This design comes from an exercise in tuning for small area, a short achievable clock period and few clock cycles per item on the open sky130 flow, not from production work. Where RTL was checked, it was by simulation tests only, not by an equivalence proof against the original. Power is estimated from default activity; no workload was simulated.

// top_without_mem
module top_without_mem(input dut_run, reset_b, clk,
		       output dut_busy,
		       input[15:0] sram_dut_read_data, wmem_dut_read_data,
		       output[15:0] dut_sram_write_data,
		       output[11:0] dut_sram_write_address, dut_sram_read_address,
		       output[11:0] dut_wmem_read_address, output dut_sram_write_enable
			);
Size: ~5200 um2 of cells after synthesis.
==> flow/config.mk <==
export PLATFORM = sky130hd
export DESIGN_NAME = top_without_mem
export DESIGN_NICKNAME = top_without_mem
export VERILOG_FILES = /design/flow/design.v
export SDC_FILE = /design/flow/constraint.sdc
export NUM_CORES = 4
export LEC_CHECK = 0
export CAP_MARGIN = 20
export CORE_MARGIN = 2
export CORE_UTILIZATION = 60
export PLACE_DENSITY = 0.8
export SETUP_SLACK_MARGIN = 4.25
export SLEW_MARGIN = 20
==> flow/constraint.sdc <==
create_clock -name core_clock -period 6.5 [get_ports {clk}]
set_input_delay 1.3000 -clock core_clock [delete_from_list [all_inputs] [get_ports {clk}]]
set_output_delay 1.3000 -clock core_clock [all_outputs]
set_load 0.01 [all_outputs]
standard.sh (not shown) runs the stock make flow with config.mk's settings and CLKGATE_MAP_FILE= SYNTH_SCRIPT=/design/flow/synth_recipe.tcl, a recipe that flattens the netlist after the stock synthesis.
==> flow/flow/run.sh <==
#!/bin/bash
# The standard layout, with two changes: ABC maps the logic with an area-oriented script
# (flow/abc.script, through flow/synth.tcl), and the ports get plain buffers, not delay cells.
set -euo pipefail
W=$(pwd)
export BUFFER_PORTS_ARGS="-buffer_cell sky130_fd_sc_hd__buf_1"
export CTS_ARGS="-sink_clustering_enable -repair_clock_nets -dont_use_dummy_load"
export FLOW_ABC_SCRIPT="$W/flow/abc.script"
bash standard.sh SYNTH_SCRIPT="$W/flow/synth.tcl" finish > standard.log 2>&1
==> flow/flow/abc.script <==
&get -n
&st
&dch
&nf -a
&put
topo
stime -c
==> flow/flow/synth.tcl <==
# synth_recipe.tcl (the standard synthesis script), except that ABC maps the logic with
# flow/abc.script instead of ORFS's abc_speed.script. Registers are mapped before ABC runs,
# so they are the standard synthesis's.
proc synth {args} { yosys synth -nofsm -noshare {*}$args }
proc abc {args} {
  set i [lsearch $args -script]
  if {$i >= 0} { set args [lreplace $args [expr {$i+1}] [expr {$i+1}] $::env(FLOW_ABC_SCRIPT)] }
  yosys abc {*}$args
}
source $::env(SCRIPTS_DIR)/synth.tcl
# left out here: clear keep_hierarchy, flatten, clean up, hide names made inside functions, write 1_2_yosys.v
Testbench counts at the start, summed over its fixed seeds: cycles 42,580, items 33,100.
Next try:
--- a/flow/flow/run.sh
+++ b/flow/flow/run.sh
@@ -7 +6,0 @@
-export CTS_ARGS="-sink_clustering_enable -repair_clock_nets -dont_use_dummy_load"
Settings changed: SETUP_SLACK_MARGIN 4.25 to 4.3.
What happened: Cell area is higher by 3.7%; sequential power decreases by about 0.6%; routed wire length stays flat; non-clock buffer count rose by 9.
Next try:
--- a/flow/flow/run.sh
+++ b/flow/flow/run.sh
@@ -6,0 +7 @@
+export CTS_ARGS="-sink_clustering_enable -repair_clock_nets -dont_use_dummy_load -root_buf sky130_fd_sc_hd__clkbuf_16"
Settings changed: SETUP_SLACK_MARGIN 4.3 to 4.25.
=> Non-clock buffer count falls by 9; via count rises by about 0.6%; register-to-register slack gets worse by 20 ps; design area falls by 1.9%; synthesized cell count is unchanged; routed wire length stays flat; count of clock-buffer cells in the layout falls by 2; clock skew rises by 4.5 ps.
Next try:
--- a/flow/flow/run.sh
+++ b/flow/flow/run.sh
@@ -7 +6,0 @@
-export CTS_ARGS="-sink_clustering_enable -repair_clock_nets -dont_use_dummy_load -root_buf sky130_fd_sc_hd__clkbuf_16"
The changed run went through all stages and came out clean.
Worst setup slack barely changes.
Total power is lower by 4.8%.
Core utilization is lower by 0.42 points.


== run C ==
top_without_mem, a different RTL version from the one above (not shown whole).
Size: about 710 cells after synthesis, roughly 90 flip-flops, ~89 I/O pins, roughly 6100 um2 of cells after synthesis.
export LEC_CHECK = 0
export CAP_MARGIN = 20
export CORE_MARGIN = 2
export CORE_UTILIZATION = 60
export SETUP_SLACK_MARGIN = 4.2
export SLEW_MARGIN = 20
create_clock -name core_clock -period 6.5 [get_ports {clk}]
run.sh (not shown) runs the stock make flow with config.mk's settings and CLKGATE_MAP_FILE= SYNTH_SCRIPT=/design/flow/synth_recipe.tcl, a recipe that flattens the netlist after the stock synthesis.
Stock flow here: none of the scripts above is used.
Setup changes, run C to run F
--- a/flow/config.mk
+++ b/flow/config.mk
@@ -8,5 +8,5 @@
 export CAP_MARGIN = 20
 export CORE_MARGIN = 2
-export CORE_UTILIZATION = 60
-export SETUP_SLACK_MARGIN = 4.2
+export CORE_UTILIZATION = 40
+export SETUP_SLACK_MARGIN = 4.0
 export SLEW_MARGIN = 20
==> run notes <==
Run F vs run C, worst setup slack went down by 140 ps. Diff run C -> run F: sequential share of layout area down 0.80 points; number of multi-input combinational cells flat; leakage power up 3.8%; power density normalized to cell area up 24 nW/um2. Final-layout fill cell count in run F is 85% higher than in run C.
No run of this note included a check of the RTL's function; only the layout flow was run.


Another version of the RTL of top_without_mem (not shown whole).
For scale: about 720 cells after synthesis, ~90 flip-flops, about 89 I/O pins, roughly 6100 um^2 of cells after synthesis.
==> flow/config.mk <==
export PLATFORM = sky130hd
export DESIGN_NAME = top_without_mem
export DESIGN_NICKNAME = top_without_mem
export VERILOG_FILES = /design/flow/design.v
export SDC_FILE = /design/flow/constraint.sdc
export NUM_CORES = 4
export LEC_CHECK = 0
export CAP_MARGIN = 20
export CORE_MARGIN = 2
export CORE_UTILIZATION = 60
export SETUP_SLACK_MARGIN = 4.2
export SLEW_MARGIN = 20
==> flow/constraint.sdc <==
create_clock -name core_clock -period 6.5 [get_ports {clk}]
set_input_delay 1.3000 -clock core_clock [delete_from_list [all_inputs] [get_ports {clk}]]
set_output_delay 1.3000 -clock core_clock [all_outputs]
set_load 0.01 [all_outputs]
standard.sh (not shown) runs the stock make flow with config.mk's settings and CLKGATE_MAP_FILE= SYNTH_SCRIPT=/design/flow/synth_recipe.tcl, a recipe that flattens the netlist after the stock synthesis.
==> flow/flow/run.sh <==
#!/bin/bash
# The standard layout, with plain buffers (not delay cells) on the ports.
set -euo pipefail
export BUFFER_PORTS_ARGS="-buffer_cell sky130_fd_sc_hd__buf_1"
bash standard.sh > standard.log 2>&1
The starting point went through all stages and came out clean.
Testbench counts at the start, summed over its fixed seeds: cycles 42,580, items 33,100.
Then changed:
==> flow/flow/run.sh (replaced) <==
#!/bin/bash
# The standard layout, with plain buffers (not delay cells) on the ports.
set -euo pipefail
export BUFFER_PORTS_ARGS="-buffer_cell sky130_fd_sc_hd__buf_2"
bash standard.sh > standard.log 2>&1
The new run passed the timing, DRC and antenna checks.
Clock power climbs by about 9%.
Worst setup slack got worse by 0.025 ns.
Sequential power is lower by about 0.7%.
Critical path depth came out higher by 1.
Total power goes up by 4.5%.
Cell count barely changes.
Non-clock buffer count is higher by 2.
Fmax falls by 1.1%.
Then changed:
==> flow/flow/run.sh (replaced) <==
#!/bin/bash
# The standard layout, with plain buffers (not delay cells) on the ports.
set -euo pipefail
export BUFFER_PORTS_ARGS="-buffer_cell sky130_fd_sc_hd__buf_1"
bash standard.sh > standard.log 2>&1
SETUP_SLACK_MARGIN = 4.3   (was 4.2)
Sequential power goes down by about 0.7%.
Synthesized cell count stays the same.
Combinational power came out higher by 4.6%.
Wire length came out higher by 8.0%.
Die area is unchanged.
Synthesized area is unchanged.


## middle
top_without_mem, a different RTL version from the one above (not shown whole).
Size: roughly 550 cells after synthesis, ~5700 µm² of cells after synthesis.
export LEC_CHECK = 0
export CAP_MARGIN = 20
export CORE_MARGIN = 2
export CORE_UTILIZATION = 40
export SETUP_SLACK_MARGIN = 4.25
export SLEW_MARGIN = 20
create_clock -name core_clock -period 6.5 [get_ports {clk}]
run.sh (not shown) runs the stock make flow with config.mk's settings and CLKGATE_MAP_FILE= SYNTH_SCRIPT=/design/flow/synth_recipe.tcl, a recipe that flattens the netlist after the stock synthesis.
Stock flow here: none of the scripts above is used.
Having completed the whole flow, middle delivered a layout that passed the timing, DRC and antenna checks.
#### Input delta (west over middle)
# middle
export LEC_CHECK = 0
export CAP_MARGIN = 20
export CORE_MARGIN = 2
export CORE_UTILIZATION = 40
export SETUP_SLACK_MARGIN = 4.25
export SLEW_MARGIN = 20
create_clock -name core_clock -period 6.5 [get_ports {clk}]
# west
export LEC_CHECK = 0
export CAP_MARGIN = 20
export CORE_MARGIN = 2
export CORE_UTILIZATION = 40
export SETUP_SLACK_MARGIN = 4.0
export SLEW_MARGIN = 20
create_clock -name core_clock -period 6.5 [get_ports {clk}]
### Flow results
- west was carried through to the last stage, and its layout satisfied the timing, DRC and antenna checks.
- Setup slack: west less than middle
- west ends up with a power density normalized to cell area that is 6.2 nW/µm² higher than in middle.
- Cmp west vs middle: post-placement worst setup slack lower in west
Function was not checked in any run of this note: the RTL went through the layout flow alone.


Another version of the RTL of top_without_mem (not shown whole).
For scale: about 550 cells after synthesis, roughly 91 flip-flops, roughly 89 I/O pins, about 5300 sq um of cells after synthesis.
Settings: LEC_CHECK=0, CAP_MARGIN=20, CORE_MARGIN=2, CORE_UTILIZATION=60, SETUP_SLACK_MARGIN=4.3, SLEW_MARGIN=20; clock period 6.5 ns.
standard.sh (not shown) runs the stock make flow with config.mk's settings and CLKGATE_MAP_FILE= SYNTH_SCRIPT=/design/flow/synth_recipe.tcl, a recipe that flattens the netlist after the stock synthesis.
==> flow/flow/run.sh <==
#!/bin/bash
# The standard layout, with two changes: ABC maps the logic with an area-oriented script
# (flow/abc.script, through flow/synth.tcl), and the ports get plain buffers, not delay cells.
set -euo pipefail
W=$(pwd)
export BUFFER_PORTS_ARGS="-buffer_cell sky130_fd_sc_hd__buf_1"
export FLOW_ABC_SCRIPT="$W/flow/abc.script"
bash standard.sh SYNTH_SCRIPT="$W/flow/synth.tcl" finish > standard.log 2>&1
Scripts as last shown in full above: flow/flow/abc.script, flow/flow/synth.tcl
Testbench counts at the start, summed over its fixed seeds: cycles 42,580, items 33,100.
Rerun with:
--- a/flow/flow/run.sh
+++ b/flow/flow/run.sh
@@ -4,5 +4,5 @@
 set -euo pipefail
 W=$(pwd)
-export BUFFER_PORTS_ARGS="-buffer_cell sky130_fd_sc_hd__buf_1"
+export BUFFER_PORTS_ARGS="-buffer_cell sky130_fd_sc_hd__buf_2"
 export FLOW_ABC_SCRIPT="$W/flow/abc.script"
 bash standard.sh SYNTH_SCRIPT="$W/flow/synth.tcl" finish > standard.log 2>&1
--- a/flow/config.mk
+++ b/flow/config.mk
@@ -9,4 +9,4 @@
 export CORE_MARGIN = 2
 export CORE_UTILIZATION = 60
-export SETUP_SLACK_MARGIN = 4.3
+export SETUP_SLACK_MARGIN = 4.2
 export SLEW_MARGIN = 20
Worst setup slack got worse by 16 ps.
Synthesized cell count does not change.
Worst hold slack improved by 5.3 ps.
Rerun with:
--- a/flow/flow/run.sh
+++ b/flow/flow/run.sh
@@ -4,5 +4,5 @@
 set -euo pipefail
 W=$(pwd)
-export BUFFER_PORTS_ARGS="-buffer_cell sky130_fd_sc_hd__buf_2"
+export BUFFER_PORTS_ARGS="-buffer_cell sky130_fd_sc_hd__buf_1"
 export FLOW_ABC_SCRIPT="$W/flow/abc.script"
 bash standard.sh SYNTH_SCRIPT="$W/flow/synth.tcl" finish > standard.log 2>&1
--- a/flow/config.mk
+++ b/flow/config.mk
@@ -8,5 +8,5 @@
 export CAP_MARGIN = 20
 export CORE_MARGIN = 2
-export CORE_UTILIZATION = 60
+export CORE_UTILIZATION = 70
 export SETUP_SLACK_MARGIN = 4.2
 export SLEW_MARGIN = 20
The new run passed the timing, DRC and antenna checks.
Design area went down slightly.
Wire length climbs by a few percent.
Utilization climbs by 12 points.
Worst hold slack gains 11 ps.
First-iteration DRC count grows by well over a third.
Combinational power is about the same.
Rerun with:
--- a/flow/config.mk
+++ b/flow/config.mk
@@ -8,5 +8,6 @@
 export CAP_MARGIN = 20
 export CORE_MARGIN = 2
-export CORE_UTILIZATION = 70
+export CORE_UTILIZATION = 60
+export PLACE_DENSITY = 0.9
 export SETUP_SLACK_MARGIN = 4.2
 export SLEW_MARGIN = 20
Outcome: The changed run completed with no timing, DRC or antenna violations; global-route usage shrinks by 2.8 points; worst setup slack gains 17 ps; power goes up by about 3.3%.
Rerun with:
--- a/flow/config.mk
+++ b/flow/config.mk
@@ -9,5 +9,4 @@
 export CORE_MARGIN = 2
 export CORE_UTILIZATION = 60
-export PLACE_DENSITY = 0.9
 export SETUP_SLACK_MARGIN = 4.2
 export SLEW_MARGIN = 20
After rerunning:
- clock power is lower by roughly a tenth
- via count is lower by a few percent
- setup slack gains 13 ps
- worst hold slack loses 9.8 ps
- global-route usage is lower by 2.1 points
- sequential cell count stays the same
- clock skew is lower by 6.3 ps


Starting RTL as in the previous note.
clock: 6.5 ns
lec_check: 0
cap_margin: 20
core_margin: 2
core_utilization: 60
cts_cluster_diameter: 80
cts_cluster_size: 40
setup_slack_margin: 4.2
slew_margin: 20
==> flow/flow/run.sh <==
#!/bin/bash
# The standard layout, with two changes: ABC maps the logic with an area-oriented script
# (flow/abc.script, through flow/synth.tcl), and the ports get plain buffers, not delay cells.
set -euo pipefail
W=$(pwd)
export BUFFER_PORTS_ARGS="-buffer_cell sky130_fd_sc_hd__buf_1"
export FLOW_ABC_SCRIPT="$W/flow/abc.script"
bash standard.sh SYNTH_SCRIPT="$W/flow/synth.tcl" finish > standard.log 2>&1
Scripts as last shown in full above: flow/flow/abc.script, flow/flow/synth.tcl
The starting point ran to the end with no violations.
Testbench counts at the start, summed over its fixed seeds: cycles 42,580, items 33,100.
Edit:
--- a/flow/config.mk
+++ b/flow/config.mk
@@ -11,3 +11,2 @@
-export CTS_CLUSTER_DIAMETER = 80
-export CTS_CLUSTER_SIZE = 40
-export SETUP_SLACK_MARGIN = 4.2
+export CTS_BUF_LIST = sky130_fd_sc_hd__clkbuf_16
+export SETUP_SLACK_MARGIN = 4.25
After rerunning:
- clock power goes up by 35%
- design area rises by 2.1%
- global-route usage rises by 0.26 points
- via count climbs by 0.94%
- register-to-register slack improves by 0.04 ns
- power grows by 8.1%
- worst hold slack degrades by 0.0089 ns
- routed wire length climbs by 1.0%
- worst setup slack gains 0.033 ns
Edit:
--- a/flow/config.mk
+++ b/flow/config.mk
@@ -11,2 +11,2 @@
-export CTS_BUF_LIST = sky130_fd_sc_hd__clkbuf_16
-export SETUP_SLACK_MARGIN = 4.25
+export PLACE_DENSITY = 0.8
+export SETUP_SLACK_MARGIN = 4.2
Outcome: The changed run completed without violations; first-iteration DRC count grows by 62%; flip-flop and latch count is unchanged; global-route usage grows by 0.50 points; worst setup slack got worse by 0.036 ns; sequential power stays flat.


old:
Another version of the RTL of top_without_mem (not shown whole).
Size in the first run: about 89 I/O pins, roughly 0.0059 mm^2 of cells after synthesis.
==> flow/config.mk <==
export PLATFORM = sky130hd
export DESIGN_NAME = top_without_mem
export DESIGN_NICKNAME = top_without_mem
export VERILOG_FILES = /design/flow/design.v
export SDC_FILE = /design/flow/constraint.sdc
export NUM_CORES = 4
export LEC_CHECK = 0
export CAP_MARGIN = 20
export CORE_MARGIN = 2
export CORE_UTILIZATION = 40
export SETUP_SLACK_MARGIN = 4
export SLEW_MARGIN = 20
==> flow/constraint.sdc <==
create_clock -name core_clock -period 6.5 [get_ports {clk}]
set_input_delay 1.3000 -clock core_clock [delete_from_list [all_inputs] [get_ports {clk}]]
set_output_delay 1.3000 -clock core_clock [all_outputs]
set_load 0.01 [all_outputs]
run.sh (not shown) runs the stock make flow with config.mk's settings and CLKGATE_MAP_FILE= SYNTH_SCRIPT=/design/flow/synth_recipe.tcl, a recipe that flattens the netlist after the stock synthesis.
Stock flow here: none of the scripts above is used.
Inputs modified between old and new:
Settings: swapping 4 for 0 in SETUP_SLACK_MARGIN.
Results
Between new and old, the internal power does not differ in any meaningful way.
From old to new the numbers moved as follows: transition at the pin with the smallest max-transition slack grew by 0.032 ns, worst setup slack after placement grew by 0.012 ns.
First-iteration DRC count was lower in the run labelled old.
As far as initial antenna violation count goes, old and new are indistinguishable; the numbers are identical.
Looking at old and new, the clock-cell share of area is a wash.
Comparing old and new, sum of internal, switching and leakage power is lower on new.
Compare old and new | final cell count lower: new
From old to new the numbers moved as follows: number of diodes closely matched the old numbers, finished layout cell area lower, worst hold slack level.
Function was not checked in any run of this note: the RTL went through the layout flow alone.

port drivers added, routing unchanged:
How much do the figures lean on ideal ports? The routed layouts below were timed once more, with nothing changed but the port constraints.
Step 1 (the two cells are an assumption about what drives the block):
set clk [get_ports {clk}]
set_driving_cell -lib_cell sky130_fd_sc_hd__clkbuf_16 $clk
set_driving_cell -lib_cell sky130_fd_sc_hd__buf_2 [delete_from_list [all_inputs] $clk]
Step 2 adds t to the input delays and takes it off the output delays; t is the mean of the earliest and latest rising clock arrival at the registers after step 1. Input paths then give back, and output paths get back, about the clock's delay inside the block.
Three values: no drivers, after step 1, after step 2; two values: the first two.
run	shift t [ns]	setup WS [ns]	clock arrival spread, ns
the first run of note 1	0.373	4.280 / 4.246 / 3.988	0.022 / 0.023
the second run of note 1	0.394	4.292 / 4.258 / 4.006	0.009 / 0.009
the third run of note 1	0.366	4.287 / 4.249 / 3.993	0.012 / 0.012
the fourth run of note 1	0.389	4.287 / 4.252 / 4.013	0.010 / 0.010
run C	0.390	4.225 / 4.190 / 3.868	0.014 / 0.015
run F	0.397	4.086 / 4.097 / 3.703	0.010 / 0.011
the first run of note 3	0.412	4.171 / 4.136 / 3.905	0.017 / 0.017
the second run of note 3	0.404	4.146 / 4.110 / 3.904	0.011 / 0.011
the third run of note 3	0.395	4.194 / 4.158 / 3.958	0.015 / 0.015
middle	0.392	4.053 / 4.053 / 3.836	0.009 / 0.009
west	0.386	3.951 / 3.951 / 3.739	0.010 / 0.010
the first run of note 5	0.396	4.284 / 4.250 / 4.023	0.010 / 0.011
the second run of note 5	0.381	4.268 / 4.239 / 4.145	0.008 / 0.007
the third run of note 5	0.401	4.232 / 4.198 / 4.052	0.013 / 0.012
the fourth run of note 5	0.393	4.249 / 4.215 / 3.993	0.018 / 0.018
the fifth run of note 5	0.393	4.262 / 4.228 / 4.024	0.012 / 0.011
the first run of note 6	0.393	4.262 / 4.228 / 4.024	0.012 / 0.011
the second run of note 6	0.377	4.295 / 4.257 / 4.043	0.007 / 0.008
the third run of note 6	0.393	4.259 / 4.225 / 4.075	0.007 / 0.007
old	0.385	4.041 / 4.053 / 3.668	0.008 / 0.008
new	0.386	3.247 / 3.207 / 3.087	0.004 / 0.004
After both steps setup and hold are still met in every run listed. The setup slack of run F, which loses most, moves by +0.011 ns with the drivers and by -0.383 ns with both steps.
